This design comes from an exercise in tuning for small area and a short achievable clock period on the open sky130 flow, not from production work.
In this exercise RTL edits were held to simulation tests only and were not proved equivalent to the original.
No driver is modelled on the clock port, so clocking that relies on it looks cheaper here than on a real chip.
Power and IR drop assume default switching activity.

## design/flow/run.sh

```bash
#!/bin/bash
# synth_recipe.tcl (not shown) runs the flow's synth.tcl, then flattens the netlist and writes it again
# the make line also repeats each setting of config.mk as NAME=value (left out here)
make -C /OpenROAD-flow-scripts/flow DESIGN_CONFIG=/design/flow/config.mk WORK_HOME=/design/flow/orfs CLKGATE_MAP_FILE= SYNTH_SCRIPT=/design/flow/synth_recipe.tcl finish
```

## design/flow/constraint.sdc

```tcl
create_clock -name core_clock -period 12.0 [get_ports {clk}]
set_input_delay 2.4000 -clock core_clock [delete_from_list [all_inputs] [get_ports {clk}]]
set_output_delay 2.4000 -clock core_clock [all_outputs]
set_load 0.01 [all_outputs]
```

## design/flow/config.mk

```make
export PLATFORM = sky130hd
export DESIGN_NAME = RV32I
export DESIGN_NICKNAME = RV32I
export VERILOG_FILES = /design/flow/design.v
export SDC_FILE = /design/flow/constraint.sdc
export NUM_CORES = 4
export LEC_CHECK = 0
export CAP_MARGIN = 20
export CORE_MARGIN = 2
export CORE_UTILIZATION = 40
export PLACE_DENSITY = 0.6
export SETUP_SLACK_MARGIN = 0.6
export SLEW_MARGIN = 20
```

## design/flow/design.v

```verilog
module RV32I(clk,reset,imem_addr,imem_rdata,dmem_en,dmem_we,dmem_addr,dmem_wdata,dmem_rdata,wb_rd,wb_data
    );
input clk,reset;
output [7:0] imem_addr;
input [31:0] imem_rdata;
output dmem_en,dmem_we;
output [8:0] dmem_addr;
output [31:0] dmem_wdata;
input [31:0] dmem_rdata;
output [4:0] wb_rd;
output [31:0] wb_data;
integer j;
genvar g;
reg        rst_q;       
reg  [7:0] pc_d;        
reg        br_q;        
reg  [7:0] bt_q;        
reg [31:0] ins;
wire [7:0] seq = pc_d + {7'd0, rst_q};
wire [7:0] cur = br_q ? bt_q : seq;
assign imem_addr = cur & {8{reset}};
always @(posedge clk) begin
  rst_q <= reset;
  pc_d  <= imem_addr;
  ins   <= imem_rdata & {32{reset}};
end
wire [6:0] opc = ins[6:0];
wire [2:0] f3  = ins[14:12];
wire [6:0] f7  = ins[31:25];
wire is_ld = (opc == 7'b0000011);
wire is_im = (opc == 7'b0010011);
wire is_st = (opc == 7'b0100011);
wire is_br = (opc == 7'b1100011);
wire is_rr = (opc == 7'b0110011);
wire is_ri = is_rr | is_im;
wire f7z = (f7 == 7'b0000000);
wire f7s = (f7 == 7'b0100000);
localparam OP_ADD = 4'd0, OP_SUB = 4'd1, OP_SLT = 4'd2, OP_AND = 4'd3,
           OP_OR  = 4'd4, OP_XOR = 4'd5, OP_SLL = 4'd6, OP_SRL = 4'd7,
           OP_SRA = 4'd8;
reg [3:0] op_n;
always @* begin
  if ((is_rr & f7z & (f3 == 3'b000)) | (is_im & (f3 == 3'b000)) | is_ld | is_st)
    op_n = OP_ADD;
  else if ((is_rr & f7s & (f3 == 3'b000)) | (is_im & (f3 == 3'b011)) | (is_br & (f3[2:1] == 2'b00)))
    op_n = OP_SUB;
  else if (is_ri & (f3 == 3'b001))
    op_n = OP_SLL;
  else if (is_ri & f7z & (f3 == 3'b101))
    op_n = OP_SRL;
  else if (is_ri & f7s & (f3 == 3'b101))
    op_n = OP_SRA;
  else if (is_ri & (f3 == 3'b110))
    op_n = OP_AND;
  else if (is_ri & (f3 == 3'b111))
    op_n = OP_OR;
  else if (is_ri & (f3 == 3'b100))
    op_n = OP_XOR;
  else
    op_n = OP_SLT;
end
wire [11:0] bimm = {ins[31], ins[7], ins[30:25], ins[11:8]};
wire [11:0] imm_n = (is_ld | is_im) ? ins[31:20] :
                    is_st ? {ins[31:25], ins[11:7]} :
                    is_br ? bimm : 12'd0;
wire immsel_n = is_ld | is_im | is_st | is_br;
wire [1:0] els_n = is_st ? f3[1:0] : 2'b11;
wire [4:0] rw_n = is_st ? ins[24:20] : ins[11:7];
reg  [4:0] rw_wb;
reg [31:0] wbd;
wire [1023:0] rf;
wire [31:0] wd0 = wbd & {32{reset}};      
wire [4:0]  wd1 = wbd[4:0] | {5{~reset}};  
generate
  for (g = 0; g < 32; g = g + 1) begin : regs
    reg [31:0] r;
    wire we = ~reset | (rw_wb == g);
    wire [4:0] gi = g;
    wire [31:0] d = {wd0[31:5], (wd1 & gi) | (wd0[4:0] & ~gi)};
    always @(posedge clk)
      if (we) r <= d;
    assign rf[g*32 +: 32] = r;
  end
endgenerate
wire [4:0] rs1 = ins[19:15];
wire [4:0] rs2 = ins[24:20];
reg [31:0] ra, rb;
always @* begin
  ra = 32'd0;
  rb = 32'd0;
  for (j = 0; j < 32; j = j + 1) begin
    ra = ra | (rf[j*32 +: 32] & {32{rs1 == j}});
    rb = rb | (rf[j*32 +: 32] & {32{rs2 == j}});
  end
end
wire bs = bimm[11];
wire hi_match = (ra[30:11] == {20{bs}});
wire lo_eq = (ra[10:0] == bimm[10:0]);
wire lo_lt = (ra[10:0] < bimm[10:0]);
wire b_eq  = hi_match & (ra[31] == bs) & lo_eq;         
wire b_ovf = hi_match & (ra[31] != bs) & (lo_lt ^ bs);  
wire b_zero = (f3[2:1] == 2'b00) ? b_eq : ~b_ovf;
wire br_n = is_br & (f3[0] ^ b_zero);
wire [7:0] bt_n = pc_d + {bimm[6:0], 1'b0};
reg [31:0] A, B;
reg [3:0]  op;
reg [11:0] imm;
reg        immsel;
reg [1:0]  els;
reg        sel_d, dmen_d, dmwe_d;
reg [4:0]  rw_d;
always @(posedge clk) begin
  br_q   <= br_n;
  bt_q   <= bt_n;
  A      <= ra;
  B      <= rb;
  op     <= op_n;
  imm    <= imm_n;
  immsel <= immsel_n;
  els    <= els_n;
  sel_d  <= is_ld;
  dmen_d <= is_ld | is_st;
  dmwe_d <= is_st;
  rw_d   <= rw_n;
end
wire [31:0] bv = immsel ? {{20{imm[11]}}, imm} : B;
wire sub = (op == OP_SUB) | (op == OP_SLT);
wire [31:0] bx = bv ^ {32{sub}};
wire [31:0] sum = A + bx + {31'd0, sub};
wire b_min = bv[31] & ~|bv[30:0];
wire ovf = ((A[31] == bx[31]) & (sum[31] != A[31])) ^ b_min;
wire big = |bv[31:5];
wire left = (op == OP_SLL);
wire fill = (op == OP_SRA) & A[31];
reg [31:0] a_rev;
always @* for (j = 0; j < 32; j = j + 1) a_rev[j] = A[31-j];
wire [31:0] sin = left ? a_rev : A;
wire [63:0] sext = {{32{fill}}, sin};
wire [31:0] sr = big ? {32{fill}} : sext[bv[4:0] +: 32];
reg [31:0] sl;
always @* for (j = 0; j < 32; j = j + 1) sl[j] = sr[31-j];
reg [31:0] res;
always @* begin
  case (op)
    OP_ADD, OP_SUB: res = sum;
    OP_AND: res = A & bv;
    OP_OR:  res = A | bv;
    OP_XOR: res = A ^ bv;
    OP_SLL: res = sl;
    OP_SRL, OP_SRA: res = sr;
    default: res = {31'd0, ovf};
  endcase
end
wire [31:0] bb_n = els[1] ? B : els[0] ? {16'd0, B[15:0]} : {24'd0, B[7:0]};
reg [31:0] ans_ex, bb;
reg        sel_e, dmen_e, dmwe_e;
reg [4:0]  rw_e;
always @(posedge clk) begin
  ans_ex <= res;
  bb     <= bb_n;
  sel_e  <= sel_d;
  dmen_e <= dmen_d;
  dmwe_e <= dmwe_d;
  rw_e   <= rw_d;
end
assign dmem_en    = dmen_e;
assign dmem_we    = dmwe_e;
assign dmem_addr  = ans_ex[8:0];
assign dmem_wdata = bb;
reg [31:0] wdm;
reg [4:0]  rw_m;
always @(posedge clk) begin
  wdm  <= sel_e ? dmem_rdata : ans_ex;
  rw_m <= rw_e;
end
always @(posedge clk) begin
  wbd   <= wdm;
  rw_wb <= rw_m;
end
assign wb_rd   = rw_wb;
assign wb_data = wbd;
endmodule
```

==> results of run 1 <==
stage by stage:
stage	instances	worst slack [ns]	hold slack [ns]	power, W
after floorplan	4414	6.437	0.3096	0.006280
after global placement	6303	5.857	0.3099	0.007029
after detailed placement	6305	5.817	0.3121	0.007040
after CTS	6556	5.812	0.3212	0.01135
after global routing	6557	5.755	0.3309	0.01169
final	6574	5.801	0.3197	0.01145
synthesized netlist by cell type (7+ instances only):
master | instances | area (um2)
xnor2_1 | 38 | 332.8
buf_6 | 9 | 101.4
a22o_1 | 111 | 972.2
and2_1 | 94 | 588.1
ha_1 | 113 | 1414
mux2i_1 | 67 | 670.6
o211ai_1 | 12 | 90.09
a21o_1 | 28 | 210.2
nand3b_1 | 13 | 97.59
nor4_1 | 19 | 118.9
edfxtp_1 | 1024 | 30750
a22oi_1 | 732 | 5495
inv_1 | 91 | 341.6
buf_4 | 11 | 82.58
a21oi_1 | 93 | 465.5
a211oi_1 | 24 | 180.2
o21a_1 | 7 | 52.55
nand2b_1 | 20 | 125.1
a2111oi_0 | 39 | 341.6
a31oi_1 | 15 | 93.84
nand3_1 | 100 | 500.5
nor2_1 | 156 | 585.6
or3_1 | 26 | 162.7
nand2_1 | 158 | 593.1
nor2b_1 | 19 | 118.9
dfxtp_1 | 287 | 5746
o21ai_0 | 115 | 575.6
o221ai_1 | 15 | 131.4
nand4_1 | 143 | 894.6
buf_2 | 23 | 115.1
and3_1 | 138 | 863.3
clkbuf_1 | 235 | 882.1
xor2_1 | 30 | 262.8
or4_1 | 32 | 240.2
nor3_1 | 36 | 180.2
mux2_2 | 42 | 473.0
buf_1 | 30 | 112.6
a221oi_1 | 124 | 1086
mux4_2 | 26 | 585.6
metal layers:
| metal | up-vias | GRT usage (%) |
|---|---|---|
| li1 | 18150 | - |
| met1 | 23410 | 44.15 |
| met2 | 5529 | 52.72 |
| met3 | 1666 | 17.50 |
| met4 | 16 | 26.97 |
| met5 | - | 0.1949 |
sequential cells by signal, summed over array words and instances, names as in the netlist, 12 cells and up:
register,count
ans_ex,32
imm,12
ins,32
regs.r,1024
bb,32
B,32
wdm,32
A,32
wbd,32
power by group through the flow:
stage	logic, W	clock network, W	registers, W
finish	0.00157	0.00440	0.00548
global route	0.00162	0.00458	0.00549
CTS	0.00149	0.00440	0.00546
detailed placement	0.00148	0	0.00556
global placement	0.00147	0	0.00556
floorplan	0.000850	0	0.00543
critical path: stages:
cell and delay (ns):
buf_6 0.56, nor2b_1 0.27, clkdlybuf4s50_1 0.57
final timing paths:
check | slack, ns | depth (start not counted) | startpoint | to
max | 5.80 | 3 | reset | imem_addr[1]
min | 0.32 | 0 | rw_m[4] | rw_wb[4]
max reg2reg | 6.19 | 18 | ins[16] | br_q
min reg2reg | 0.32 | 0 | rw_m[4] | rw_wb[4]
final cells by class:
class | count | area (um2) | share of cell area (%)
Antenna cell | 18 | 45.04 | 0.06718
Clock buffer | 170 | 3665 | 5.466
Clock inverter | 81 | 913.4 | 1.362
Inverter | 94 | 352.8 | 0.5263
Multi-Input combinational cell | 2699 | 20530 | 30.62
Sequential cell | 1311 | 36500 | 54.44
Tap cell | 1903 | 2381 | 3.551
Timing Repair Buffer | 298 | 2661 | 3.969
cells by family after synthesis:
kind of cell / Yosys count / synth area share, %
buffers and inverters: 404 / 2.868
AND/OR/NAND/NOR: 1008 / 9.625
adder cells (fa/ha/maj): 115 / 2.517
XOR/XNOR: 68 / 1.031
AO/OA/AOI/OAI: 1372 / 17.75
flip-flops: 1311 / 63.19
multiplexers: 136 / 3.018
==> flow_metrics.py, run 1 <==
metrics = {
    "run_status": {
        "outcome": "finished clean",
    },
    "floorplan": {
        "core_area_um2": 143500,
        "die_h_um": 384.0,
        "io_pins": 154,
        "die_x_um": 384.0,
        "fp-row-count": 139,
        "die_area_um2": 147400,
        "start_util_pct": 40.25,
    },
    "setup_path": {
        "critPathLaunchType": "primary input",
        "path_max_fanout": 65,
        "critPathCaptureType": "primary output",
        "required_ns": 9.60,
        "worstPathArrival_ns": 3.80,
        "crit_type": "primary input to primary output",
    },
    "synth": {
        "synth_ff_type": "edfxtp_1",
        "netlist_area_um2": 57760,
        "synth_nets": 4595,
        "synthArstFlopShare_pct": 0,
        "syn_area_per_cell_um2": 13.08,
        "ys_seq_elements": 1311,
        "yosysWarnings": 1,
        "yosysUniqueCellTypes": 88,
        "ys_seq_area_share_pct": 63.19,
        "syn_inst": 4414,
        "synth_edf_count": 1024,
    },
    "power": {
        "sequentialPowerShare_pct": 47.9,
        "peakVddDrop_uv": 139.1,
        "switchingPower_w": 0.003219,
        "power.internal_w": 0.008236,
        "p_comb_share_pct": 13.7,
        "p_per_area_nw_per_um2": 170.9,
        "p_leak_nw": 24.32,
        "p_clk_share_pct": 38.4,
        "swShare_pct": 28.10,
    },
    "placed_design": {
        "gp_congestion": 1.017,
        "placed_cell_area_um2": 62410,
        "portBuffers": 153,
        "post-dp-hpwl_mm": 161.5,
    },
    "clock_tree": {
        "root_buffer": "clkbuf_16",
        "cts.sinks": 1311,
        "htree_levels": 4,
        "cts_resized": 0,
        "cts_setup_buffers": 0,
        "clk_pin_slew_worst_paths_ns": 0.06,
        "cts_made_buffers": 137,
        "cts_tree": "done",
        "cts.path.max_buffers": 3,
        "postCtsHoldBufs": 0,
        "clock_latency_ns": 0.81,
    },
    "route": {
        "viasPerCell": 7.419,
        "dr.pass1.iters": 14,
        "wl_met3_mm": 47.91,
        "route.met2.wl_mm": 115.7,
        "drtIter0Drc": 11730,
        "top_layer": "met5",
        "drt-total-wl_mm": 283.2,
        "dr_total_vias": 48770,
        "ant_nets": 0,
        "wl_per_cell_um": 43.08,
        "drt-met1-wl_mm": 92.73,
        "drc_errors": 0,
    },
    "timing": {
        "skew_ns": 0.03851,
        "tightestPinTransition_ns": 1.293,
        "period_share_pct": 51.66,
        "relSlewSlack_pct": 13.81,
        "rsz0062_at_grt": "no",
        "finalSetupViolations": 0,
        "max_freq_mhz": 161.3,
        "finalSetupTns_ns": 0,
        "fin_crit_ns": 6.199,
        "hold_viol_final": 0,
        "maxSlewViolCount": 0,
    },
    "final_layout": {
        "final_common_cell": "edfxtp_1",
        "post-route-util_pct": 46.73,
        "synthToLayoutAreaGrowth_pct": 16.08,
        "final_area_um2": 67040,
        "drive_gt1_share_pct": 12.38,
        "num-fill-cells": 12620,
        "design.final.nets": 4722,
        "mostFrequentLayoutCells": "edfxtp_1 (1024), a22oi_1 (732), dfxtp_1 (286)",
    },
    "run": {
        "max_cap_violations": 0,
    },
    "grt": {
        "grt_overflow": 0,
        "grt_usage_pct": 37.24,
        "grt_pass1_vias": 45020,
        "grt_pass1_wl_mm": 376.4,
        "antenna_found_initial": 15,
        "grt_max_degree": 66,
    },
    "worst_hold_path": {
        "hp-class": "register to register",
    },
}
==> run 2, diff against run 1 <==
--- a/design/flow/design.v
+++ b/design/flow/design.v
@@ -16,5 +16,5 @@
 reg        br_q;        
 reg  [7:0] bt_q;        
-reg [31:0] ins;
+reg [31:0] ins_q;      
 wire [7:0] seq = pc_d + {7'd0, rst_q};
 wire [7:0] cur = br_q ? bt_q : seq;
@@ -23,6 +23,7 @@
   rst_q <= reset;
   pc_d  <= imem_addr;
-  ins   <= imem_rdata & {32{reset}};
+  ins_q <= imem_rdata;
 end
+wire [31:0] ins = ins_q & {32{rst_q}};
 wire [6:0] opc = ins[6:0];
 wire [2:0] f3  = ins[14:12];
@@ -70,10 +71,10 @@
 reg [31:0] wbd;
 wire [1023:0] rf;
-wire [31:0] wd0 = wbd & {32{reset}};      
-wire [4:0]  wd1 = wbd[4:0] | {5{~reset}};  
+wire [31:0] wd0 = wbd & {32{rst_q}};      
+wire [4:0]  wd1 = wbd[4:0] | {5{~rst_q}};  
 generate
   for (g = 0; g < 32; g = g + 1) begin : regs
     reg [31:0] r;
-    wire we = ~reset | (rw_wb == g);
+    wire we = ~rst_q | (rw_wb == g);
     wire [4:0] gi = g;
     wire [31:0] d = {wd0[31:5], (wd1 & gi) | (wd0[4:0] & ~gi)};
@@ -127,5 +128,22 @@
 wire sub = (op == OP_SUB) | (op == OP_SLT);
 wire [31:0] bx = bv ^ {32{sub}};
-wire [31:0] sum = A + bx + {31'd0, sub};
+wire [31:0] xp = A ^ bx;    
+wire [31:0] xg = A & bx;    
+reg [31:0] cg, cp;
+integer l, i;
+always @* begin
+  cg = xg;
+  cp = xp;
+  cg[0] = xg[0] | (xp[0] & sub);
+  for (l = 1; l < 32; l = l * 2)
+    for (i = 2 * l - 1; i < 32; i = i + 2 * l) begin
+      cg[i] = cg[i] | (cp[i] & cg[i - l]);
+      cp[i] = cp[i] & cp[i - l];
+    end
+  for (l = 8; l >= 1; l = l / 2)
+    for (i = 3 * l - 1; i < 32; i = i + 2 * l)
+      cg[i] = cg[i] | (cp[i] & cg[i - l]);
+end
+wire [31:0] sum = xp ^ {cg[30:0], sub};
 wire b_min = bv[31] & ~|bv[30:0];
 wire ovf = ((A[31] == bx[31]) & (sum[31] != A[31])) ^ b_min;
@@ -140,16 +158,14 @@
 reg [31:0] sl;
 always @* for (j = 0; j < 32; j = j + 1) sl[j] = sr[31-j];
-reg [31:0] res;
-always @* begin
-  case (op)
-    OP_ADD, OP_SUB: res = sum;
-    OP_AND: res = A & bv;
-    OP_OR:  res = A | bv;
-    OP_XOR: res = A ^ bv;
-    OP_SLL: res = sl;
-    OP_SRL, OP_SRA: res = sr;
-    default: res = {31'd0, ovf};
-  endcase
-end
+wire r_sum = (op == OP_ADD) | (op == OP_SUB);
+wire r_and = (op == OP_AND);
+wire r_or  = (op == OP_OR);
+wire r_xor = (op == OP_XOR);
+wire r_sl  = (op == OP_SLL);
+wire r_sr  = (op == OP_SRL) | (op == OP_SRA);
+wire r_slt = ~(r_sum | r_and | r_or | r_xor | r_sl | r_sr);
+wire [31:0] res = ({32{r_sum}} & sum) | ({32{r_and}} & xg) | ({32{r_or}} & (xp | xg)) |
+                  ({32{r_xor}} & xp) | ({32{r_sl}} & sl) | ({32{r_sr}} & sr) |
+                  {31'd0, r_slt & ovf};
 wire [31:0] bb_n = els[1] ? B : els[0] ? {16'd0, B[15:0]} : {24'd0, B[7:0]};
 reg [31:0] ans_ex, bb;
==> run 2 against run 1 <==
Net effect: clock skew down 0.011 ns; clock power is 0.9% lower; combinational power hardly changed; still clean; global-route usage fell by 1.6 points; sequential share of layout area increased by 0.60 points; fmax fell by 2.9%; first-iteration DRC count fell by 5.4%; sequential power rose by 7.8%; wire length decreased by 4.8%; cell area is 1.1% lower.
==> flow_metrics.py, run 2 <==
metrics = {
    "floorplan": {
        "core_area_um2": 141900,
        "start_util_pct": 40.42,
        "die_h_um": 382.7,
        "fp-row-count": 138,
        "io_pins": 154,
        "die_area_um2": 146500,
        "die_x_um": 382.7,
    },
    "timing": {
        "maxSlewViolCount": 0,
        "skew_ns": 0.02703,
        "max_freq_mhz": 156.7,
        "fin_crit_ns": 6.382,
        "finalSetupViolations": 0,
        "rsz0062_at_grt": "no",
        "hold_viol_final": 0,
        "relSlewSlack_pct": 20.02,
        "tightestPinTransition_ns": 1.200,
        "finalSetupTns_ns": 0,
        "period_share_pct": 53.18,
    },
    "synth": {
        "yosysWarnings": 1,
        "synth_top_area_share_pct": 53.60,
        "synth_common_cells": "edfxtp_1 (1024), a22oi_1 (609), nand3_1 (374), dfxtp_1 (287), clkbuf_1 (267)",
        "syn_area_per_cell_um2": 12.78,
        "synth_edf_count": 1024,
        "synth_area_leaders": "edfxtp_1 (54%), dfxtp_1 (10%), a22oi_1 (8.0%)",
        "yosysTopAreaCell": "edfxtp_1",
        "synthArstFlopShare_pct": 0,
        "ys_seq_area_share_pct": 63.61,
        "synth_nets": 4655,
        "ys_seq_elements": 1311,
        "syn_inst": 4489,
        "yosysUniqueCellTypes": 77,
        "synth_ff_type": "edfxtp_1",
        "synth.most_common_cell": "edfxtp_1",
        "netlist_area_um2": 57370,
    },
    "route": {
        "viasPerCell": 7.331,
        "drc_errors": 0,
        "drtIter0Drc": 11100,
        "dr_total_vias": 48260,
        "drt-total-wl_mm": 269.6,
        "wl_per_cell_um": 40.95,
        "dr.pass1.iters": 14,
        "ant_nets": 0,
    },
    "final_layout": {
        "multiInputGateArea_um2": 19950,
        "largest-register": "regs.r",
        "seqCellArea_um2": 36500,
        "drive_gt1_share_pct": 11.50,
        "final_common_cell": "edfxtp_1",
        "stdcell_count": 6583,
        "num-fill-cells": 12470,
        "largest_reg_flops": 1024,
        "final_area_um2": 66320,
        "design.final.nets": 4745,
        "mostFrequentLayoutCells": "edfxtp_1 (1024), a22oi_1 (609), nand3_1 (374)",
        "synthToLayoutAreaGrowth_pct": 15.60,
        "post-route-util_pct": 46.73,
    },
    "placed_design": {
        "dp.cells": 6329,
        "gp_congestion": 0.9539,
        "placed_cell_area_um2": 61750,
        "portBuffers": 153,
        "post-dp-hpwl_mm": 149.4,
    },
    "clock_tree": {
        "cts_tree": "done",
        "cts.path.max_buffers": 3,
        "cts.sinks": 1311,
        "clock_latency_ns": 0.81,
        "htree_levels": 4,
        "cts_made_buffers": 137,
        "cts_resized": 0,
        "root_buffer": "clkbuf_16",
        "cts_setup_buffers": 0,
        "clk_pin_slew_worst_paths_ns": 0.06,
        "postCtsHoldBufs": 0,
    },
    "power": {
        "peakVddDrop_uv": 144.4,
        "p_per_area_nw_per_um2": 178.8,
        "p_leak_nw": 23.82,
        "total_power_w": 0.01186,
    },
    "grt": {
        "grt_pass1_wl_mm": 362.5,
        "antenna_found_initial": 17,
        "grt_usage_pct": 35.62,
        "grt_pass1_vias": 44440,
        "grt_overflow": 0,
        "grt_max_degree": 58,
    },
    "worst_hold_path": {
        "hp-start": "rw_m[3]",
        "hp-class": "register to register",
        "whs_endpoint": "rw_wb[3]",
        "min_delay_path_depth": 0,
    },
    "setup_path": {
        "r2r_setup_slack_ns": 5.79,
        "required_ns": 9.60,
        "path_max_fanout": 9,
        "crit_type": "primary input to primary output",
        "critPathLaunchType": "primary input",
        "crit-reg2reg-launch": "rst_q",
        "r2r_cells": 20,
        "timing.rr.end": "br_q",
        "critPathCaptureType": "primary output",
        "worstPathArrival_ns": 3.98,
    },
    "run_status": {
        "outcome": "finished clean",
    },
    "run": {
        "max_cap_violations": 0,
    },
}
==> run 2: cell count changes after synthesis, sizes merged, moves of 15 or more <==
cell,previous run,this run
o21ai,115,88
xnor2,38,15
a22o,111,71
nand4,143,218
clkbuf,237,267
fa,2,17
or4,37,11
a222oi,6,33
nand3,100,374
a21o,28,11
a221oi,124,66
a22oi,732,609
a2111oi,45,61
ha,113,83
==> run 2: how the worst max path moves through the flow <==
stage / from / endpoint / slack, ns / depth (start not counted)
after CTS: reset / imem_addr[0] / 5.61 / 3
after detailed placement: reset / imem_addr[0] / 5.63 / 3
final: reset / imem_addr[0] / 5.62 / 3
after global placement: reset / imem_addr[0] / 5.65 / 3
after floorplan: reset / imem_addr[0] / 6.98 / 1
after global routing: reset / imem_addr[0] / 5.56 / 3
==> run 2: metrics by stage <==
step / worst slack, ns / hold WS, ns
global route: 5.557 / 0.3252
CTS: 5.613 / 0.3214
detailed placement: 5.628 / 0.3120
floorplan: 6.981 / 0.3096
finish: 5.618 / 0.3194
global placement: 5.655 / 0.3097
==> run 2: kinds of logic (layout without fill, tap and decap cells) <==
family / after synthesis / after routing / share of synthesized area (%)
other cells: 0 / 7 / 0
simple gates: 1290 / 1290 / 12.00
fa+ha+maj: 100 / 100 / 2.403
compound gates: 1173 / 1173 / 15.31
mux: 131 / 131 / 2.966
flops: 1311 / 1311 / 63.61
xor+xnor: 49 / 49 / 0.7481
buf+inv: 435 / 632 / 2.960
==> run 2: where the power goes <==
group	internal (W)	total (W)	switching [W]
logic	0.000512	0.00158	0.00107
registers	0.00550	0.00591	0.000408
clock network	0.00248	0.00436	0.00189
total	0.00849	0.0119	0.00336
==> run 2: layout make-up <==
class                      instances  area share (%)
antenna                            7         0.02641
clock buffer                     175           5.679
clock inverter                    71           1.147
inverter                          87          0.4924
multi-input combinational       2743           30.09
sequential                      1311           55.04
tap                             1890           3.566
timing repair buffer             299           3.968
==> run 2: critical path, cell delays in order <==
cell and delay [ns]:
clkdlybuf4s50_1 0.77, nor2b_1 0.24, clkdlybuf4s50_1 0.57
==> run 2: metal layers <==
metal / wire length, um / track usage [%] / up-vias
li1: - / - / 18220
met1: 89820 / 43.87 / 23120
met2: 110500 / 51.00 / 5370
met3: 45940 / 15.33 / 1535
met4: 23090 / 22.83 / 14
met5: 180 / 0.2646 / -
==> run 3, diff against run 2 <==
==> design/flow/flow/run.sh (new file) <==
#!/bin/bash
# Layout flow: the standard ORFS flow (standard.sh, unchanged synthesis),
# with three layout choices made differently:
#  * ports are buffered with buf_2 cells instead of the default delay-buffer cell;
#  * clock tree: smaller clock buffers, no dummy loads;
#  * after CTS, one extra setup repair pass aimed at the achieved period.
# Each tool's output goes to its own log under orfs/logs (ORFS) and to
# make.log in the work folder.
set -euo pipefail
W=$(pwd)
bash standard.sh \
  "BUFFER_PORTS_ARGS=-buffer_cell sky130_fd_sc_hd__buf_2" \
  "CTS_ARGS=-sink_clustering_enable -repair_clock_nets -dont_use_dummy_load" \
  "POST_CTS_TCL=$W/flow/post_cts.tcl" \
  finish > "$W/make.log" 2>&1
==> design/flow/flow/post_cts.tcl (new file) <==
# Extra setup repair after CTS, toward the period the design can reach
# (the clock stays at the design's period; only the repair's margin changes).
estimate_parasitics -placement
repair_timing -setup -setup_margin 6.4 -repair_tns 0 -skip_last_gasp -verbose
detailed_placement
check_placement -verbose
report_checks -path_delay max -format end -group_path_count 5
==> design/flow/standard.sh (new file) <==
#!/bin/bash
# synth_recipe.tcl (not shown) runs the flow's synth.tcl, then flattens the netlist and writes it again
# the make line also repeats each setting of config.mk as NAME=value (left out here)
make -C /OpenROAD-flow-scripts/flow DESIGN_CONFIG=/design/flow/config.mk WORK_HOME=/design/flow/orfs CLKGATE_MAP_FILE= SYNTH_SCRIPT=/design/flow/synth_recipe.tcl "${@:-finish}"
removed: design/flow/run.sh
==> run 3 against run 2 <==
Net effect: first-iteration DRC count grew 5.8%; critical endpoint is now br_q; still clean; wire length grew 0.89%; largest cell class unchanged; final cell count is 1.3% lower.
==> flow_metrics.py, run 3 <==
metrics = {
    "grt": {
        "grt.busiest_layer": "met2",
        "grtUsageMet3_pct": 16.04,
        "use_met1_pct": 43.57,
        "grt_pass1_wl_mm": 365.9,
        "antenna_found_initial": 17,
        "grt_pass1_vias": 44880,
        "grt_usage_pct": 35.95,
        "met2_usage_pct": 51.35,
        "grt_overflow": 0,
        "grt_max_degree": 57,
    },
    "route": {
        "dr_total_vias": 48520,
        "drtIter0Drc": 11740,
        "drc_errors": 0,
        "drt-total-wl_mm": 271.9,
        "ant_nets": 0,
        "viasPerCell": 7.465,
        "wl_per_cell_um": 41.84,
        "dr.pass1.iters": 15,
    },
    "floorplan": {
        "fp-row-count": 138,
        "die_x_um": 382.7,
        "start_util_pct": 40.42,
        "die_area_um2": 146500,
        "io_pins": 154,
        "die_h_um": 382.7,
        "core_area_um2": 141900,
    },
    "setup_path": {
        "crit_path_top_delay_cell": "dfxtp_1",
        "crit-reg2reg-launch": "ins_q[16]",
        "crit_type": "register to register",
        "crit_start": "ins_q[16]",
        "path_max_fanout": 35,
        "required_ns": 12.72,
        "r2r_cells": 20,
        "critPathMaxStageDelay_ns": 0.61,
        "crit_end": "br_q",
        "worstPathArrival_ns": 6.69,
        "critPathCaptureType": "register",
        "timing.rr.end": "br_q",
        "path_cells": "nor4bb_4 -> buf_4 -> buf_4 -> and2_1 -> buf_4 -> a22oi_1 -> nand2_1 -> a2111oi_0 -> and3_1 -> ha_1 -> nor2b_1 -> o21a_1 -> o21ai_0 -> a211o_1 -> o211a_1 -> o311ai_1 -> o311ai_0 -> or3_1 -> a21o_1 -> nand3_1",
        "r2r_setup_slack_ns": 6.04,
        "cpMostUsedCell": "buf_4",
        "critPathLaunchType": "register",
    },
    "synth": {
        "synthArstFlopShare_pct": 0,
        "synth_top_area_share_pct": 53.60,
        "netlist_area_um2": 57370,
        "syn_inst": 4489,
        "ys_seq_area_share_pct": 63.61,
        "yosysTopAreaCell": "edfxtp_1",
        "synth_area_leaders": "edfxtp_1 (54%), dfxtp_1 (10%), a22oi_1 (8.0%)",
        "synth_nets": 4655,
        "syn_area_per_cell_um2": 12.78,
        "yosysUniqueCellTypes": 77,
        "ys_seq_elements": 1311,
        "synth_common_cells": "edfxtp_1 (1024), a22oi_1 (609), nand3_1 (374), dfxtp_1 (287), clkbuf_1 (267)",
        "synth.most_common_cell": "edfxtp_1",
        "yosysWarnings": 1,
        "synth_edf_count": 1024,
        "synth_ff_type": "edfxtp_1",
    },
    "timing": {
        "finalSetupViolations": 0,
        "fin_crit_ns": 5.963,
        "maxSlewViolCount": 0,
        "skew_ns": 0.05362,
        "relSlewSlack_pct": 20.19,
        "fin_ws_ns": 6.037,
        "max_freq_mhz": 167.7,
        "rsz0062_at_grt": "no",
        "hold_viol_final": 0,
        "period_share_pct": 49.69,
        "finalSetupTns_ns": 0,
        "tightestPinTransition_ns": 1.197,
    },
    "final_layout": {
        "synthToLayoutAreaGrowth_pct": 12.63,
        "stdcell_count": 6499,
        "largest-register": "regs.r",
        "design.final.nets": 4754,
        "mostFrequentLayoutCells": "edfxtp_1 (1024), a22oi_1 (609), nand3_1 (374)",
        "drive_gt1_share_pct": 13.89,
        "final_common_cell": "edfxtp_1",
        "largest_reg_flops": 1024,
    },
    "placed_design": {
        "dp_slack_ns": 6.262,
        "gp_congestion": 0.9692,
        "dp.cells": 6338,
        "portBuffers": 153,
        "post-dp-hpwl_mm": 153.4,
    },
    "run": {
        "max_cap_violations": 0,
    },
    "clock_tree": {
        "clock_latency_ns": 0.81,
        "cts_tree": "done",
        "clk_pin_slew_worst_paths_ns": 0.06,
        "cts.sinks": 1311,
    },
    "power": {
        "p_per_area_nw_per_um2": 172.2,
        "p_leak_nw": 23.49,
        "peakVddDrop_uv": 130.8,
    },
    "worst_hold_path": {
        "min_delay_path_depth": 0,
        "hp-class": "register to register",
    },
    "run_status": {
        "outcome": "finished clean",
    },
}
## run 3: logic make-up after synthesis
logic type	synth area share, %
flops	63.61
simple gates	12.00
compound gates	15.31
buf+inv	2.960
mux	2.966
fa+ha+maj	2.403
xor+xnor	0.7481
## run 3: stage by stage
| stage | hold WS [ns] | power, W | utilization [%] | area, um2 |
|---|---|---|---|---|
| floorplan | 0.3096 | 0.006616 | - | 57370 |
| global placement | 0.3103 | 0.007443 | 43.00 | 61020 |
| detailed placement | 0.3121 | 0.007446 | 43.05 | 61100 |
| global route | 0.3004 | 0.01135 | 45.49 | 64560 |
| finish | 0.3069 | 0.01113 | 45.53 | 64620 |
## run 3: power by group
part	switching, W	total (W)	internal (W)
Sequential	0.000426	0.00593	0.00550
Combinational	0.00108	0.00154	0.000455
Clock	0.00167	0.00366	0.00200
Total	0.00317	0.0111	0.00796
## run 3: layer usage
layer  vias to the layer above  part of all wire [%]
met4                         6                   8.9
met3                      1661                    17
met1                     23130                    33
met5                         -                 0.015
li1                      18160                     -
met2                      5559                    41
## run 3: how the worst min path moves through the flow
stage          startpoint  endpoint  slack (ns)
2_1_floorplan      dmen_d    dmen_e        0.31
3_3_place_gp      rw_m[0]  rw_wb[0]        0.31
3_5_place_dp      rw_d[2]   rw_e[2]        0.31
5_1_grt           wdm[31]   wbd[31]        0.30
6_report          wdm[31]   wbd[31]        0.31
## run 3: layout make-up
type	count	area (um2)
antenna	23	57.56
clock buffer	137	3428
fill	12680	77310
inverter	87	326.6
multi-input combinational	2743	19960
sequential	1311	36500
tap	1890	2365
timing repair buffer	308	1984
## run 3: worst max-delay path, delay by kind of cell, from the launching register on
family          cells  cell delay, ns
buf+inv             3            1.46
flops               1            0.61
simple gates        7            1.88
compound gates      9            1.62
fa+ha+maj           1            0.27
==> run 4, diff against run 3 <==
--- a/design/flow/design.v
+++ b/design/flow/design.v
@@ -14,17 +14,18 @@
 reg        rst_q;       
 reg  [7:0] pc_d;        
-reg        br_q;        
-reg  [7:0] bt_q;        
-reg [31:0] ins_q;      
-wire [7:0] seq = pc_d + {7'd0, rst_q};
-wire [7:0] cur = br_q ? bt_q : seq;
-assign imem_addr = cur & {8{reset}};
+reg  [7:0] cur_q;
+reg [31:0] ins_q;       
+assign imem_addr = cur_q & {8{reset}};
+wire       br_n;        
+wire [7:0] bt_n;        
+wire [7:0] seq_n = imem_addr + {7'd0, reset};
 always @(posedge clk) begin
   rst_q <= reset;
   pc_d  <= imem_addr;
+  cur_q <= br_n ? bt_n : seq_n;
   ins_q <= imem_rdata;
 end
-wire [31:0] ins = ins_q & {32{rst_q}};
-wire [6:0] opc = ins[6:0];
+wire [31:0] ins = ins_q;
+wire [6:0] opc = ins[6:0] & {7{rst_q}};
 wire [2:0] f3  = ins[14:12];
 wire [6:0] f7  = ins[31:25];
@@ -67,7 +68,9 @@
 wire immsel_n = is_ld | is_im | is_st | is_br;
 wire [1:0] els_n = is_st ? f3[1:0] : 2'b11;
-wire [4:0] rw_n = is_st ? ins[24:20] : ins[11:7];
+wire [4:0] rw_n = (is_st ? ins[24:20] : ins[11:7]) & {5{rst_q}};
 reg  [4:0] rw_wb;
 reg [31:0] wbd;
+reg  [4:0] rw_wb_n;
+reg        rst_q_n;
 wire [1023:0] rf;
 wire [31:0] wd0 = wbd & {32{rst_q}};      
@@ -76,14 +79,30 @@
   for (g = 0; g < 32; g = g + 1) begin : regs
     reg [31:0] r;
-    wire we = ~rst_q | (rw_wb == g);
     wire [4:0] gi = g;
+    wire ld = ~rst_q | (rw_wb == gi);           
+    wire hd = ~rst_q_n & (rw_wb_n != ~gi);      
     wire [31:0] d = {wd0[31:5], (wd1 & gi) | (wd0[4:0] & ~gi)};
     always @(posedge clk)
-      if (we) r <= d;
+      r <= ({32{ld}} & d) | ({32{hd}} & r);
     assign rf[g*32 +: 32] = r;
   end
 endgenerate
-wire [4:0] rs1 = ins[19:15];
-wire [4:0] rs2 = ins[24:20];
+reg [3:0] h1, h2;
+reg [7:0] l1, l2;
+reg [31:0] s1, s2;
+always @* begin
+  for (j = 0; j < 4; j = j + 1) begin
+    h1[j] = rst_q & (ins[19:18] == j);
+    h2[j] = rst_q & (ins[24:23] == j);
+  end
+  for (j = 0; j < 8; j = j + 1) begin
+    l1[j] = (ins[17:15] == j);
+    l2[j] = (ins[22:20] == j);
+  end
+  for (j = 0; j < 32; j = j + 1) begin
+    s1[j] = h1[j / 8] & l1[j % 8];
+    s2[j] = h2[j / 8] & l2[j % 8];
+  end
+end
 reg [31:0] ra, rb;
 always @* begin
@@ -91,6 +110,6 @@
   rb = 32'd0;
   for (j = 0; j < 32; j = j + 1) begin
-    ra = ra | (rf[j*32 +: 32] & {32{rs1 == j}});
-    rb = rb | (rf[j*32 +: 32] & {32{rs2 == j}});
+    ra = ra | (rf[j*32 +: 32] & {32{s1[j]}});
+    rb = rb | (rf[j*32 +: 32] & {32{s2[j]}});
   end
 end
@@ -102,6 +121,6 @@
 wire b_ovf = hi_match & (ra[31] != bs) & (lo_lt ^ bs);  
 wire b_zero = (f3[2:1] == 2'b00) ? b_eq : ~b_ovf;
-wire br_n = is_br & (f3[0] ^ b_zero);
-wire [7:0] bt_n = pc_d + {bimm[6:0], 1'b0};
+assign br_n = is_br & (f3[0] ^ b_zero);
+assign bt_n = pc_d + {bimm[6:0], 1'b0};
 reg [31:0] A, B;
 reg [3:0]  op;
@@ -112,6 +131,4 @@
 reg [4:0]  rw_d;
 always @(posedge clk) begin
-  br_q   <= br_n;
-  bt_q   <= bt_n;
   A      <= ra;
   B      <= rb;
@@ -148,24 +165,27 @@
 wire b_min = bv[31] & ~|bv[30:0];
 wire ovf = ((A[31] == bx[31]) & (sum[31] != A[31])) ^ b_min;
-wire big = |bv[31:5];
+wire big  = |bv[31:5];
 wire left = (op == OP_SLL);
-wire fill = (op == OP_SRA) & A[31];
-reg [31:0] a_rev;
-always @* for (j = 0; j < 32; j = j + 1) a_rev[j] = A[31-j];
-wire [31:0] sin = left ? a_rev : A;
-wire [63:0] sext = {{32{fill}}, sin};
-wire [31:0] sr = big ? {32{fill}} : sext[bv[4:0] +: 32];
-reg [31:0] sl;
-always @* for (j = 0; j < 32; j = j + 1) sl[j] = sr[31-j];
-wire r_sum = (op == OP_ADD) | (op == OP_SUB);
-wire r_and = (op == OP_AND);
-wire r_or  = (op == OP_OR);
-wire r_xor = (op == OP_XOR);
-wire r_sl  = (op == OP_SLL);
-wire r_sr  = (op == OP_SRL) | (op == OP_SRA);
-wire r_slt = ~(r_sum | r_and | r_or | r_xor | r_sl | r_sr);
-wire [31:0] res = ({32{r_sum}} & sum) | ({32{r_and}} & xg) | ({32{r_or}} & (xp | xg)) |
-                  ({32{r_xor}} & xp) | ({32{r_sl}} & sl) | ({32{r_sr}} & sr) |
-                  {31'd0, r_slt & ovf};
+wire sra  = (op == OP_SRA);
+wire fill = sra & A[31];
+integer k;
+reg [31:0] x, xr;
+always @* begin
+  for (i = 0; i < 32; i = i + 1) x[i] = left ? A[31-i] : A[i];
+  for (k = 0; k < 5; k = k + 1)
+    for (i = 0; i < 32; i = i + 1)
+      if (bv[k]) x[i] = (i + (1 << k) < 32) ? x[i + (1 << k)] : fill;
+  for (i = 0; i < 32; i = i + 1) xr[i] = x[31-i];
+end
+wire c_sum  = (op == OP_ADD) | (op == OP_SUB);
+wire c_and  = (op == OP_AND);
+wire c_or   = (op == OP_OR);
+wire c_xor  = (op == OP_XOR);
+wire c_sr   = ((op == OP_SRL) | sra) & ~big;
+wire c_sl   = left & ~big;
+wire c_fill = sra & big & A[31];
+wire c_slt  = ~(c_sum | c_and | c_or | c_xor | left | (op == OP_SRL) | sra);
+wire [31:0] res = ({32{c_sum}} & sum) | ({32{c_and | c_or}} & xg) | ({32{c_xor | c_or}} & xp) |
+                  ({32{c_sr}} & x) | ({32{c_sl}} & xr) | {32{c_fill}} | {31'd0, c_slt & ovf};
 wire [31:0] bb_n = els[1] ? B : els[0] ? {16'd0, B[15:0]} : {24'd0, B[7:0]};
 reg [31:0] ans_ex, bb;
@@ -191,6 +211,8 @@
 end
 always @(posedge clk) begin
-  wbd   <= wdm;
-  rw_wb <= rw_m;
+  wbd     <= wdm;
+  rw_wb   <= rw_m;
+  rw_wb_n <= ~rw_m;
+  rst_q_n <= ~reset;
 end
 assign wb_rd   = rw_wb;
==> design/flow/flow/run.sh (replaced) <==
#!/bin/bash
# Layout flow: the standard ORFS flow (standard.sh, with its unchanged
# synthesis), with these layout choices made differently:
#  * ports are buffered with buf_2 cells instead of the default delay-buffer cell;
#  * clock tree: clkbuf_16 buffers in clusters of up to 25 sinks within 70 um,
#    no dummy loads;
set -euo pipefail
W=$(pwd)
bash standard.sh \
  "BUFFER_PORTS_ARGS=-buffer_cell sky130_fd_sc_hd__buf_2" \
  "CTS_ARGS=-sink_clustering_enable -repair_clock_nets -dont_use_dummy_load -buf_list sky130_fd_sc_hd__clkbuf_16 -sink_clustering_size 25 -sink_clustering_max_diameter 70" \
  "SETUP_SLACK_MARGIN=6.8" \
  finish > "$W/make.log" 2>&1
removed: design/flow/flow/post_cts.tcl
==> run 4 against run 3 <==
Net effect: combinational power decreased by 51%; final cell count increased by 29%; wire length increased by 30%; via count increased by 29%; critical path depth decreased by 2; fmax increased by 11%; hold slack improved by 0.0035 ns; sequential share of layout area decreased by 14 points; critical endpoint is now cur_q[1]; largest power group unchanged.
==> flow_metrics.py, run 4 <==
metrics = {
    "run_status": {
        "outcome": "finished clean",
    },
    "final_layout": {
        "final_common_cell": "dfxtp_1",
        "drive_gt1_share_pct": 11.51,
        "mostFrequentLayoutCells": "dfxtp_1 (1304), nand2_1 (1201), o21ai_0 (991)",
        "final_area_um2": 62760,
        "design.final.nets": 6581,
        "synthToLayoutAreaGrowth_pct": 11.94,
        "post-route-util_pct": 45.04,
        "largest-register": "regs.r",
        "largest_reg_flops": 1024,
    },
    "worst_hold_path": {
        "min_delay_path_depth": 0,
        "hp-class": "register to register",
    },
    "placed_design": {
        "post-dp-hpwl_mm": 202.3,
        "gp_congestion": 1.030,
        "placed_cell_area_um2": 59090,
        "dp_slack_ns": 5.508,
        "portBuffers": 153,
    },
    "synth": {
        "ys_seq_elements": 1316,
        "synth_area_leaders": "dfxtp_1 (47%), a22oi_1 (10%), o21ai_0 (8.9%)",
        "synth_common_cells": "dfxtp_1 (1316), nand2_1 (1238), o21ai_0 (994), a22oi_1 (771), clkbuf_1 (515)",
        "yosysWarnings": 1,
        "synth_edf_count": 0,
        "ys_seq_area_share_pct": 46.99,
        "yosysTopAreaCell": "dfxtp_1",
        "syn_area_per_cell_um2": 8.560,
        "syn_inst": 6550,
        "synth_nets": 6683,
        "yosysUniqueCellTypes": 78,
        "synthArstFlopShare_pct": 0,
        "synth.most_common_cell": "dfxtp_1",
        "netlist_area_um2": 56070,
        "synth_ff_type": "dfxtp_1",
        "synth_top_area_share_pct": 46.99,
    },
    "timing": {
        "finalSetupViolations": 0,
        "finalSetupTns_ns": 0,
        "maxSlewViolCount": 0,
        "fin_crit_ns": 5.370,
        "hold_viol_final": 0,
        "max_freq_mhz": 186.2,
        "fin_ws_ns": 6.630,
        "relSlewSlack_pct": 9.672,
        "period_share_pct": 44.75,
        "rsz0062_at_grt": "yes",
        "skew_ns": 0.07233,
        "tightestPinTransition_ns": 1.344,
    },
    "setup_path": {
        "critPathCaptureType": "register",
        "r2r_setup_slack_ns": 6.63,
        "critPathLaunchType": "register",
        "worstPathArrival_ns": 6.00,
        "r2r_cells": 18,
        "crit_type": "register to register",
        "required_ns": 12.63,
        "path_max_fanout": 20,
    },
    "grt": {
        "antenna_found_initial": 48,
        "grt_pass1_vias": 55680,
        "grt_max_degree": 71,
        "grt_usage_pct": 47.63,
        "grt_overflow": 0,
        "grt_pass1_wl_mm": 469.6,
    },
    "floorplan": {
        "start_util_pct": 40.23,
        "die_area_um2": 143200,
        "io_pins": 154,
        "die_h_um": 378.4,
        "core_area_um2": 139400,
        "die_x_um": 378.4,
        "fp-row-count": 137,
    },
    "route": {
        "drc_errors": 0,
        "drtIter0Drc": 14090,
        "viasPerCell": 7.449,
        "drt-total-wl_mm": 354.5,
        "ant_nets": 0,
        "wl_per_cell_um": 42.35,
        "dr_total_vias": 62370,
        "dr.pass1.iters": 15,
    },
    "clock_tree": {
        "cts.sinks": 1316,
        "cts_tree": "done",
        "root_buffer": "clkbuf_16",
        "cts_made_buffers": 92,
        "clk_pin_slew_worst_paths_ns": 0.10,
        "htree_levels": 3,
        "cts.path.max_buffers": 3,
        "clock_latency_ns": 0.76,
    },
    "power": {
        "p_leak_nw": 22.62,
        "p_per_area_nw_per_um2": 130.3,
        "peakVddDrop_uv": 114.7,
    },
    "run": {
        "max_cap_violations": 0,
    },
}
==> run 4: cell types whose count changed in the layout (fill, tap and decap cells not counted), moves of 75 or more <==
cell	change
dfxtp_1	+1019
a22oi_1	+162
o21ai_0	+936
nand2_1	+1040
nand3_1	-275
edfxtp_1	-1024
o211ai_1	+75
==> run 4: cell type report <==
class	instances	area, um2
fillers	13640	76600
multi-input cells	4578	28370
flip-flops and latches	1316	26380
repair buffers	398	2994
well taps	1876	2347
clock buffers	92	2302
inverters	62	239.0
diodes	50	125.1
==> run 4: path summary, 6_finish.rpt <==
path                               from       end
worst max register to register    rst_q  cur_q[1]
worst max-delay path              rst_q  cur_q[1]
worst min-delay path            wdm[27]   wbd[27]
worst min register to register  wdm[27]   wbd[27]
==> run 4: kinds of logic after synthesis <==
kind of cell	Yosys count	synth area share (%)
fa+ha+maj	67	1.723
simple gates	1978	15.98
buf+inv	656	4.606
xor+xnor	63	0.9842
compound gates	2313	26.77
mux	157	2.941
flops	1316	46.99
==> run 4: routing by layer <==
layer  global-route usage (%)  vias to the layer above  share of wire, %
met5                    1.235                        -             0.090
li1                         -                    23670                 -
met2                    64.43                     6982                38
met3                    25.50                     2411                17
met4                    39.06                       32                11
met1                    54.74                    29270                34
==> run 4: report_power, final <==
part	internal, W	switching, W
clock	0.00135	0.00159
combinational	0.000192	0.000569
sequential	0.00441	0.0000676
total	0.00595	0.00223
==> run 4: repair_timing <==
item,4_1_cts,5_1_grt
hold buffers,0,0
setup endpoints to repair,31,18
hold endpoints to repair,0,0
pin swaps,31,18
gates resized for setup,75,33
gates cloned,3,4
buffers inserted,41,29
==> run 4: through the flow <==
stage                     hold slack, ns  power, W  std cells
final                             0.3104  0.008178       8372
after global routing              0.3148  0.008284       8326
after CTS                         0.3068  0.008060       8283
after detailed placement          0.3121  0.005233       8147
after global placement            0.3100  0.005233       8147
after floorplan                   0.3096  0.004868       6550
==> run 4: worst max-delay path, cell delays in order (launching register included) <==
cell and delay (ns):
dfxtp_4 0.57, nor4b_2 0.32, buf_6 0.28, and2_4 0.36
clkbuf_8 0.45, a22oi_1 0.12, nand4_1 0.15, nor2_1 0.06
nand2_1 0.42, ha_1 0.29, nand3b_1 0.11, o21ai_0 0.08
a31oi_1 0.34, mux2_2 0.43, a31o_2 0.26, and3_4 0.20
nor3_4 0.19, buf_4 0.19, mux2_4 0.29
==> run 5, diff against run 4 <==
==> design/flow/flow/run.sh (replaced) <==
#!/bin/bash
# Layout flow: the standard ORFS flow (standard.sh, with its unchanged
# synthesis), with these layout choices made differently:
#  * ports are buffered with buf_2 cells instead of the default delay-buffer cell;
#  * clock tree: clkbuf_16 buffers in clusters of up to 24 sinks within 90 um,
#    no dummy loads;
set -euo pipefail
W=$(pwd)
bash standard.sh \
  "BUFFER_PORTS_ARGS=-buffer_cell sky130_fd_sc_hd__buf_2" \
  "CTS_ARGS=-sink_clustering_enable -repair_clock_nets -dont_use_dummy_load -buf_list sky130_fd_sc_hd__clkbuf_16 -sink_clustering_size 24 -sink_clustering_max_diameter 90" \
  "SETUP_SLACK_MARGIN=6.8" \
  finish > "$W/make.log" 2>&1
==> run 5 against run 4 <==
Net effect: synthesized cell count is the same; sequential share of layout area grew 0.44 points; final cell count shrank 0.38%; still clean on timing, DRC and antenna; sequential power is essentially flat; synthesized area is the same; count of clock-buffer cells in the layout shrank 23; first-iteration DRC count shrank 1.3%; core utilization shrank 0.46 points.
==> flow_metrics.py, run 5 <==
metrics = {
    "final_layout": {
        "stdcell_count": 8340,
        "largest_reg_flops": 1024,
        "design.final.nets": 6555,
        "drive_gt1_share_pct": 11.23,
        "post-route-util_pct": 44.58,
        "num-fill-cells": 13700,
        "final_common_cell": "dfxtp_1",
        "largest-register": "regs.r",
        "mostFrequentLayoutCells": "dfxtp_1 (1304), nand2_1 (1200), o21ai_0 (991)",
        "synthToLayoutAreaGrowth_pct": 10.81,
    },
    "route": {
        "dr_total_vias": 62150,
        "ant_nets": 0,
        "dr.pass1.iters": 13,
        "wl_per_cell_um": 42.49,
        "drtIter0Drc": 13910,
        "drc_errors": 0,
        "drt-total-wl_mm": 354.3,
        "viasPerCell": 7.452,
    },
    "timing": {
        "hold_viol_final": 0,
        "finalSetupTns_ns": 0,
        "fin_crit_ns": 5.315,
        "max_freq_mhz": 188.2,
        "rsz0062_at_grt": "yes",
        "fin_ws_ns": 6.685,
        "finalSetupViolations": 0,
        "tightestPinTransition_ns": 1.288,
        "relSlewSlack_pct": 14.11,
        "skew_ns": 0.06620,
        "period_share_pct": 44.29,
        "whs_ns": 0.3267,
        "maxSlewViolCount": 0,
    },
    "setup_path": {
        "path_cells": "nor4b_2 -> buf_6 -> and2_4 -> buf_6 -> a22oi_1 -> nand4_1 -> nor2_1 -> nand2_1 -> ha_1 -> nand3b_1 -> o21ai_0 -> a31oi_1 -> mux2_2 -> a31o_2 -> and3_4 -> nor3_4 -> buf_4 -> mux2_4",
        "required_ns": 12.60,
        "path_max_fanout": 20,
        "worstPathArrival_ns": 5.92,
        "r2r_cells": 18,
        "critPathLaunchType": "register",
        "r2r_setup_slack_ns": 6.69,
        "cpMostUsedCell": "buf_6",
        "crit_path_top_delay_cell": "dfxtp_4",
        "crit-reg2reg-launch": "rst_q",
        "critPathMaxStageDelay_ns": 0.58,
        "timing.rr.end": "cur_q[1]",
        "critPathCaptureType": "register",
        "crit_type": "register to register",
    },
    "run_status": {
        "outcome": "finished clean",
    },
    "synth": {
        "syn_inst": 6550,
        "yosysWarnings": 1,
        "synth.most_common_cell": "dfxtp_1",
        "syn_area_per_cell_um2": 8.560,
        "synth_area_leaders": "dfxtp_1 (47%), a22oi_1 (10%), o21ai_0 (8.9%)",
        "synth_common_cells": "dfxtp_1 (1316), nand2_1 (1238), o21ai_0 (994), a22oi_1 (771), clkbuf_1 (515)",
        "synth_nets": 6683,
        "synthArstFlopShare_pct": 0,
        "yosysUniqueCellTypes": 78,
        "synth_top_area_share_pct": 46.99,
        "netlist_area_um2": 56070,
        "yosysTopAreaCell": "dfxtp_1",
        "ys_seq_area_share_pct": 46.99,
        "synth_ff_type": "dfxtp_1",
        "synth_edf_count": 0,
        "ys_seq_elements": 1316,
    },
    "power": {
        "p_per_area_nw_per_um2": 125.3,
        "peakVddDrop_uv": 111.9,
        "p_leak_nw": 22.31,
    },
    "grt": {
        "grt_usage_pct": 47.61,
        "grt_pass1_vias": 55340,
        "antenna_found_initial": 44,
        "grt_max_degree": 71,
        "grt_pass1_wl_mm": 469.3,
        "grt_overflow": 0,
    },
    "clock_tree": {
        "htree_levels": 3,
        "cts_tree": "done",
        "cts_made_buffers": 69,
        "postCtsHoldBufs": 0,
        "cts.path.max_buffers": 3,
        "clk_pin_slew_worst_paths_ns": 0.10,
        "clock_latency_ns": 0.73,
        "root_buffer": "clkbuf_16",
        "cts.sinks": 1316,
    },
    "floorplan": {
        "core_area_um2": 139400,
        "die_h_um": 378.4,
        "die_area_um2": 143200,
        "fp-row-count": 137,
        "start_util_pct": 40.23,
        "io_pins": 154,
        "die_x_um": 378.4,
    },
    "worst_hold_path": {
        "hp-start": "wdm[29]",
        "min_delay_path_depth": 0,
        "hp-class": "register to register",
        "whs_endpoint": "wbd[29]",
    },
    "placed_design": {
        "dp_slack_ns": 5.508,
        "dp.cells": 8147,
        "gp_congestion": 1.030,
        "portBuffers": 153,
        "post-dp-hpwl_mm": 202.3,
    },
    "run": {
        "max_cap_violations": 0,
    },
}
-- run 5: worst max-delay path: cells and delay by family (launching register included) --
family                   cells  cell delay (ns)
AND/OR/NAND/NOR              8             1.84
flip-flops                   1             0.58
adder cells (fa/ha/maj)      1             0.28
multiplexers                 2             0.72
AO/OA/AOI/OAI                4             0.78
buffers and inverters        3             0.95
-- run 5: final cells by class --
cell class	count	area, um2	area share (%)
clock buffer	69	1727	2.779
sequential	1316	26390	42.47
tap	1876	2347	3.778
inverter	62	239.0	0.3847
antenna	44	110.1	0.1772
timing repair buffer	395	2937	4.727
multi-input combinational	4578	28380	45.68
-- run 5: repair_timing --
action / CTS / global route
gates cloned: 3 / 3
pin swaps: 31 / 18
endpoints found under the setup margin: 31 / 16
gates resized for setup: 74 / 36
buffers inserted: 40 / 29
-- run 5: kinds of logic (layout without fill, tap and decap cells) --
logic type	Yosys count	in the layout	synth area share, %
compound gates	2313	2313	26.77
simple gates	1978	1978	15.98
mux	157	157	2.941
other cells	0	44	0
flops	1316	1316	46.99
xor+xnor	63	63	0.9842
buf+inv	656	526	4.606
fa+ha+maj	67	67	1.723
-- run 5: worst max path at each step --
stage / startpoint / endpoint / slack, ns / depth (start not counted)
finish: rst_q / cur_q[1] / 6.69 / 18
floorplan: immsel / ans_ex[30] / 6.82 / 23
global route: reset / imem_addr[6] / 6.79 / 3
CTS: reset / imem_addr[2] / 6.80 / 3
detailed placement: op[2] / ans_ex[30] / 5.51 / 21
global placement: op[2] / ans_ex[30] / 5.63 / 21
-- run 5: where the power goes --
group          internal [W]  switching, W  leakage [nW]
Clock               0.00103       0.00152         0.851
Combinational      0.000193      0.000570          10.8
Sequential          0.00440     0.0000677          10.7
-- run 5: layer usage --
metal	vias to the layer above	track usage (%)	share of wire [%]
li1	23610	-	-
met1	29220	55.08	34
met2	6838	64.28	38
met3	2443	25.19	17
met4	41	38.83	11
met5	-	1.544	0.21
-- run 5: metrics by stage --
step / cell area, um2 / total power (W)
floorplan: 56070 / 0.004868
global placement: 59090 / 0.005233
detailed placement: 59090 / 0.005233
CTS: 61480 / 0.007687
global route: 62030 / 0.007898
finish: 62130 / 0.007785
==> run 6, diff against run 5 <==
--- a/design/flow/design.v
+++ b/design/flow/design.v
@@ -93,6 +93,6 @@
 always @* begin
   for (j = 0; j < 4; j = j + 1) begin
-    h1[j] = rst_q & (ins[19:18] == j);
-    h2[j] = rst_q & (ins[24:23] == j);
+    h1[j] = (ins[19:18] == j);
+    h2[j] = (ins[24:23] == j);
   end
   for (j = 0; j < 8; j = j + 1) begin
@@ -105,21 +105,20 @@
   end
 end
-reg [31:0] ra, rb;
-always @* begin
-  ra = 32'd0;
-  rb = 32'd0;
-  for (j = 0; j < 32; j = j + 1) begin
-    ra = ra | (rf[j*32 +: 32] & {32{s1[j]}});
-    rb = rb | (rf[j*32 +: 32] & {32{s2[j]}});
-  end
-end
+wire [31:0] ra, rb;
+rf_read read_a (.rf(rf), .sel(s1), .q(ra));
+rf_read read_b (.rf(rf), .sel(s2), .q(rb));
 wire bs = bimm[11];
-wire hi_match = (ra[30:11] == {20{bs}});
+wire hi1 = &ra[30:11];
+wire hi0 = ~|ra[30:11];
+wire hi_match = bs ? hi1 : hi0;                          
 wire lo_eq = (ra[10:0] == bimm[10:0]);
 wire lo_lt = (ra[10:0] < bimm[10:0]);
 wire b_eq  = hi_match & (ra[31] == bs) & lo_eq;         
 wire b_ovf = hi_match & (ra[31] != bs) & (lo_lt ^ bs);  
-wire b_zero = (f3[2:1] == 2'b00) ? b_eq : ~b_ovf;
-assign br_n = is_br & (f3[0] ^ b_zero);
+wire t_eq  = is_br & (f3[2:1] == 2'b00) & ~f3[0];
+wire t_ne  = is_br & (f3[2:1] == 2'b00) &  f3[0];
+wire t_nov = is_br & (f3[2:1] != 2'b00) & ~f3[0];
+wire t_ov  = is_br & (f3[2:1] != 2'b00) &  f3[0];
+assign br_n = (t_eq & b_eq) | (t_ne & ~b_eq) | (t_nov & ~b_ovf) | (t_ov & b_ovf);
 assign bt_n = pc_d + {bimm[6:0], 1'b0};
 reg [31:0] A, B;
@@ -219,2 +218,13 @@
 assign wb_data = wbd;
 endmodule
+module rf_read(rf, sel, q);
+input [1023:0] rf;
+input [31:0] sel;
+output reg [31:0] q;
+integer j;
+always @* begin
+  q = 32'd0;
+  for (j = 0; j < 32; j = j + 1)
+    q = q | (rf[j*32 +: 32] & {32{sel[j]}});
+end
+endmodule
==> design/flow/flow/run.sh (replaced) <==
#!/bin/bash
set -euo pipefail
W=$(pwd)
bash standard.sh \
  "BUFFER_PORTS_ARGS=-buffer_cell sky130_fd_sc_hd__buf_2" \
  "CTS_ARGS=-sink_clustering_enable -repair_clock_nets -dont_use_dummy_load -buf_list sky130_fd_sc_hd__clkbuf_16 -sink_clustering_size 24 -sink_clustering_max_diameter 90" \
  "SETUP_SLACK_MARGIN=6.8" \
  finish > "$W/make.log" 2>&1
--- a/design/flow/config.mk
+++ b/design/flow/config.mk
@@ -12,2 +12,3 @@
 export SETUP_SLACK_MARGIN = 0.6
 export SLEW_MARGIN = 20
+export SYNTH_HIERARCHICAL = 1
==> run 6 against run 5 <==
Net effect: still clean on timing, DRC and antenna; count of clock-buffer cells in the layout unchanged; register-to-register slack improved by 0.26 ns; power fell by 1.6%; synthesized cell count is 1.7% lower; final cell count decreased by 2.4%; critical path type is now primary input to primary output.
==> flow_metrics.py, run 6 <==
metrics = {
    "run_status": {
        "outcome": "finished clean",
    },
    "floorplan": {
        "die_area_um2": 143100,
        "die_h_um": 378.3,
        "io_pins": 154,
        "core_area_um2": 139400,
        "start_util_pct": 40.22,
        "fp-row-count": 137,
        "die_x_um": 378.3,
    },
    "grt": {
        "grt_usage_pct": 34.52,
        "grt_pass1_vias": 48810,
        "grt_overflow": 0,
        "antenna_found_initial": 39,
        "grt_pass1_wl_mm": 360.7,
        "grt_max_degree": 65,
    },
    "final_layout": {
        "largest-register": "regs.r",
        "mostFrequentLayoutCells": "dfxtp_1 (1311), nand2_1 (1167), a22oi_1 (1038)",
        "synthToLayoutAreaGrowth_pct": 8.037,
        "design.final.nets": 6375,
        "drive_gt1_share_pct": 9.968,
        "num-fill-cells": 13850,
        "largest_reg_flops": 1024,
        "final_area_um2": 60550,
        "final_common_cell": "dfxtp_1",
    },
    "setup_path": {
        "crit_path_top_delay_cell": "and2_4",
        "r2r_cells": 14,
        "timing.rr.end": "cur_q[0]",
        "critPathLaunchType": "primary input",
        "crit_type": "primary input to primary output",
        "crit-reg2reg-launch": "ins_q[19]",
        "worstPathArrival_ns": 2.79,
        "crit_family": "buffers and inverters",
        "path_cells": "clkbuf_16 -> and2_4 -> buf_6",
        "required_ns": 9.60,
        "cp_num_buf_inv": 2,
        "path_max_fanout": 6,
        "critPathMaxStageDelay_ns": 0.14,
        "r2r_setup_slack_ns": 6.95,
        "critPathCaptureType": "primary output",
    },
    "placed_design": {
        "post-dp-hpwl_mm": 166.6,
        "placed_cell_area_um2": 58490,
        "portBuffers": 153,
        "gp_congestion": 1.046,
    },
    "route": {
        "dr.pass1.iters": 7,
        "wl_per_cell_um": 31.45,
        "dr_total_vias": 53780,
        "drt-total-wl_mm": 256.0,
        "drtIter0Drc": 8321,
        "ant_nets": 0,
        "drc_errors": 0,
        "viasPerCell": 6.607,
    },
    "synth": {
        "synth_nets": 6573,
        "yosysWarnings": 8,
        "synth_edf_count": 0,
        "syn_area_per_cell_um2": 8.702,
        "yosysUniqueCellTypes": 69,
        "yosysTopAreaCell": "dfxtp_1",
        "ys_seq_area_share_pct": 47.01,
        "synth_area_leaders": "dfxtp_1 (47%), a22oi_1 (14%), o21ai_0 (8.9%)",
        "netlist_area_um2": 56040,
        "synthArstFlopShare_pct": 0,
        "ys_seq_elements": 1316,
        "synth_common_cells": "dfxtp_1 (1316), nand2_1 (1181), a22oi_1 (1038), o21ai_0 (995), clkbuf_1 (453)",
        "synth_top_area_share_pct": 47.01,
        "synth.most_common_cell": "dfxtp_1",
        "synth_ff_type": "dfxtp_1",
        "syn_inst": 6440,
    },
    "clock_tree": {
        "root_buffer": "clkbuf_16",
        "cts_made_buffers": 69,
        "htree_levels": 3,
        "cts_tree": "done",
        "cts.sinks": 1316,
        "clock_latency_ns": 0.74,
        "clk_pin_slew_worst_paths_ns": 0.08,
        "cts.path.max_buffers": 3,
    },
    "power": {
        "p_per_area_nw_per_um2": 126.5,
        "p_leak_nw": 20.70,
        "peakVddDrop_uv": 99.31,
    },
    "timing": {
        "finalSetupTns_ns": 0,
        "fin_crit_ns": 5.188,
        "maxSlewViolCount": 0,
        "skew_ns": 0.09645,
        "hold_viol_final": 0,
        "finalSetupViolations": 0,
        "max_freq_mhz": 192.7,
        "rsz0062_at_grt": "yes",
        "tightestPinTransition_ns": 1.264,
        "period_share_pct": 43.24,
        "relSlewSlack_pct": 15.52,
    },
    "run": {
        "max_cap_violations": 0,
    },
    "worst_hold_path": {
        "hp-class": "register to register",
        "whs_endpoint": "wbd[20]",
        "hp-start": "wdm[20]",
        "min_delay_path_depth": 0,
    },
}
-- run 6: cell count changes in the layout (fill, tap and decap cells not counted), sizes merged, moves of 21 or more --
cell and delta:
a22oi +267, nand4 +104, and3 -100, a221oi -86, a22o -85, buf -74, nand3 -73, nand2 -57
or4 +31, a2111oi -28, inv -25, nor3 -24, mux2i -21, mux4 +21
-- run 6: worst max-delay path by stage --
stage                         start      endpoint  slack, ns  cells past startpoint
final                         reset  imem_addr[3]       6.81                      3
after global routing         immsel    ans_ex[31]       6.65                     21
after CTS                     reset  imem_addr[2]       6.74                      3
after detailed placement  ins_q[19]      cur_q[1]       6.08                     13
after global placement    ins_q[19]      cur_q[1]       6.16                     13
after floorplan               reset  imem_addr[5]       6.82                      3
-- run 6: kinds of logic (layout without fill, tap and decap cells) --
| kind of cell | after synthesis | in the layout | share of synthesized area [%] |
|---|---|---|---|
| compound gates | 2376 | 2376 | 27.17 |
| flops | 1316 | 1316 | 47.01 |
| other cells | 0 | 24 | 0 |
| simple gates | 1832 | 1833 | 14.76 |
| xor+xnor | 62 | 62 | 0.9689 |
| mux | 167 | 167 | 3.606 |
| buf+inv | 620 | 419 | 4.755 |
| fa+ha+maj | 67 | 67 | 1.724 |
-- run 6: what timing repair did --
action / in CTS / in global routing
setup endpoints to repair: 28 / 24
pin swaps: 4 / 1
cloned: 1 / 1
buffers inserted: 7 / 1
gates resized for setup: 11 / 24
hold buffers: 0 / 0
-- run 6: final cells by class --
class                      count  area, um2  share of cell area, %
sequential                  1316      26360                  43.53
inverter                      34      130.1                 0.2149
timing repair buffer         316       2118                  3.499
multi-input combinational   4505      27810                  45.92
antenna                       24      60.06                0.09919
clock buffer                  69       1727                  2.852
tap                         1876       2347                  3.877
-- run 6: metrics by stage --
step                      hold WS (ns)  cells  worst slack, ns  util, %  power (W)
after floorplan                 0.3096   6440            6.818        -   0.004946
after global placement          0.3097   8034            6.163    41.97   0.005224
after detailed placement        0.3121   8035            6.077    41.97   0.005229
after CTS                       0.2673   8112            6.742    43.28   0.007639
after global routing            0.2620   8131            6.650    43.43   0.007852
final                           0.2659   8140            6.812    43.45   0.007662
-- run 6: per-module statistics from Yosys, one instance, submodules excluded --
module   copies in the design  cell area, um2  cells  flops+latches
RV32I                       1           45280   4904           1316
rf_read                     2            5381    768              0
-- run 6: per-layer routing --
metal / vias to the layer above / wire length (um) / global-route usage, %
li1: 23210 / - / -
met1: 26030 / 98590 / 44.51
met2: 3794 / 106500 / 50.41
met3: 718 / 33210 / 10.85
met4: 26 / 17470 / 20.42
met5: - / 189 / 0
-- run 6: power breakdown --
group	internal (W)	switching, W
Sequential	0.00441	0.0000609
Combinational	0.000205	0.000488
Clock	0.00103	0.00147
Total	0.00565	0.00202

[static timing again, ports no longer ideal]
Ports are ideal in the flow. The routed layouts listed here were re-timed in OpenROAD.
Step 1 (the two cells are an assumption about what drives the block):
set clk [get_ports {clk}]
set_driving_cell -lib_cell sky130_fd_sc_hd__clkbuf_16 $clk
set_driving_cell -lib_cell sky130_fd_sc_hd__buf_2 [delete_from_list [all_inputs] $clk]
Step 2 adds t to the input delays and takes it off the output delays; t is the mean of the earliest and latest rising clock arrival at the registers after step 1. Input paths then give back, and output paths get back, about the clock's delay inside the block.
a / b / c = no drivers / after step 1 / after step 2; a / b = the first two.
run	t (ns)	slack for setup (ns)	clock arrival spread, ns	worst register clock-pin slew, ns
run 1	0.876	5.801 / 5.760 / 5.760	0.040 / 0.040	0.07 / 0.07
run 2	0.885	5.618 / 5.596 / 5.596	0.031 / 0.031	0.07 / 0.07
run 3	0.851	6.037 / 6.037 / 6.037	0.073 / 0.073	0.07 / 0.07
run 4	0.817	6.630 / 6.630 / 6.630	0.080 / 0.080	0.11 / 0.11
run 5	0.780	6.685 / 6.685 / 6.685	0.066 / 0.067	0.11 / 0.11
run 6	0.777	6.812 / 6.699 / 6.699	0.098 / 0.099	0.11 / 0.11
After both steps setup and hold are still met in every run listed. The setup slack of run 6, which loses most, moves by -0.113 ns with the drivers and by -0.113 ns with both steps.
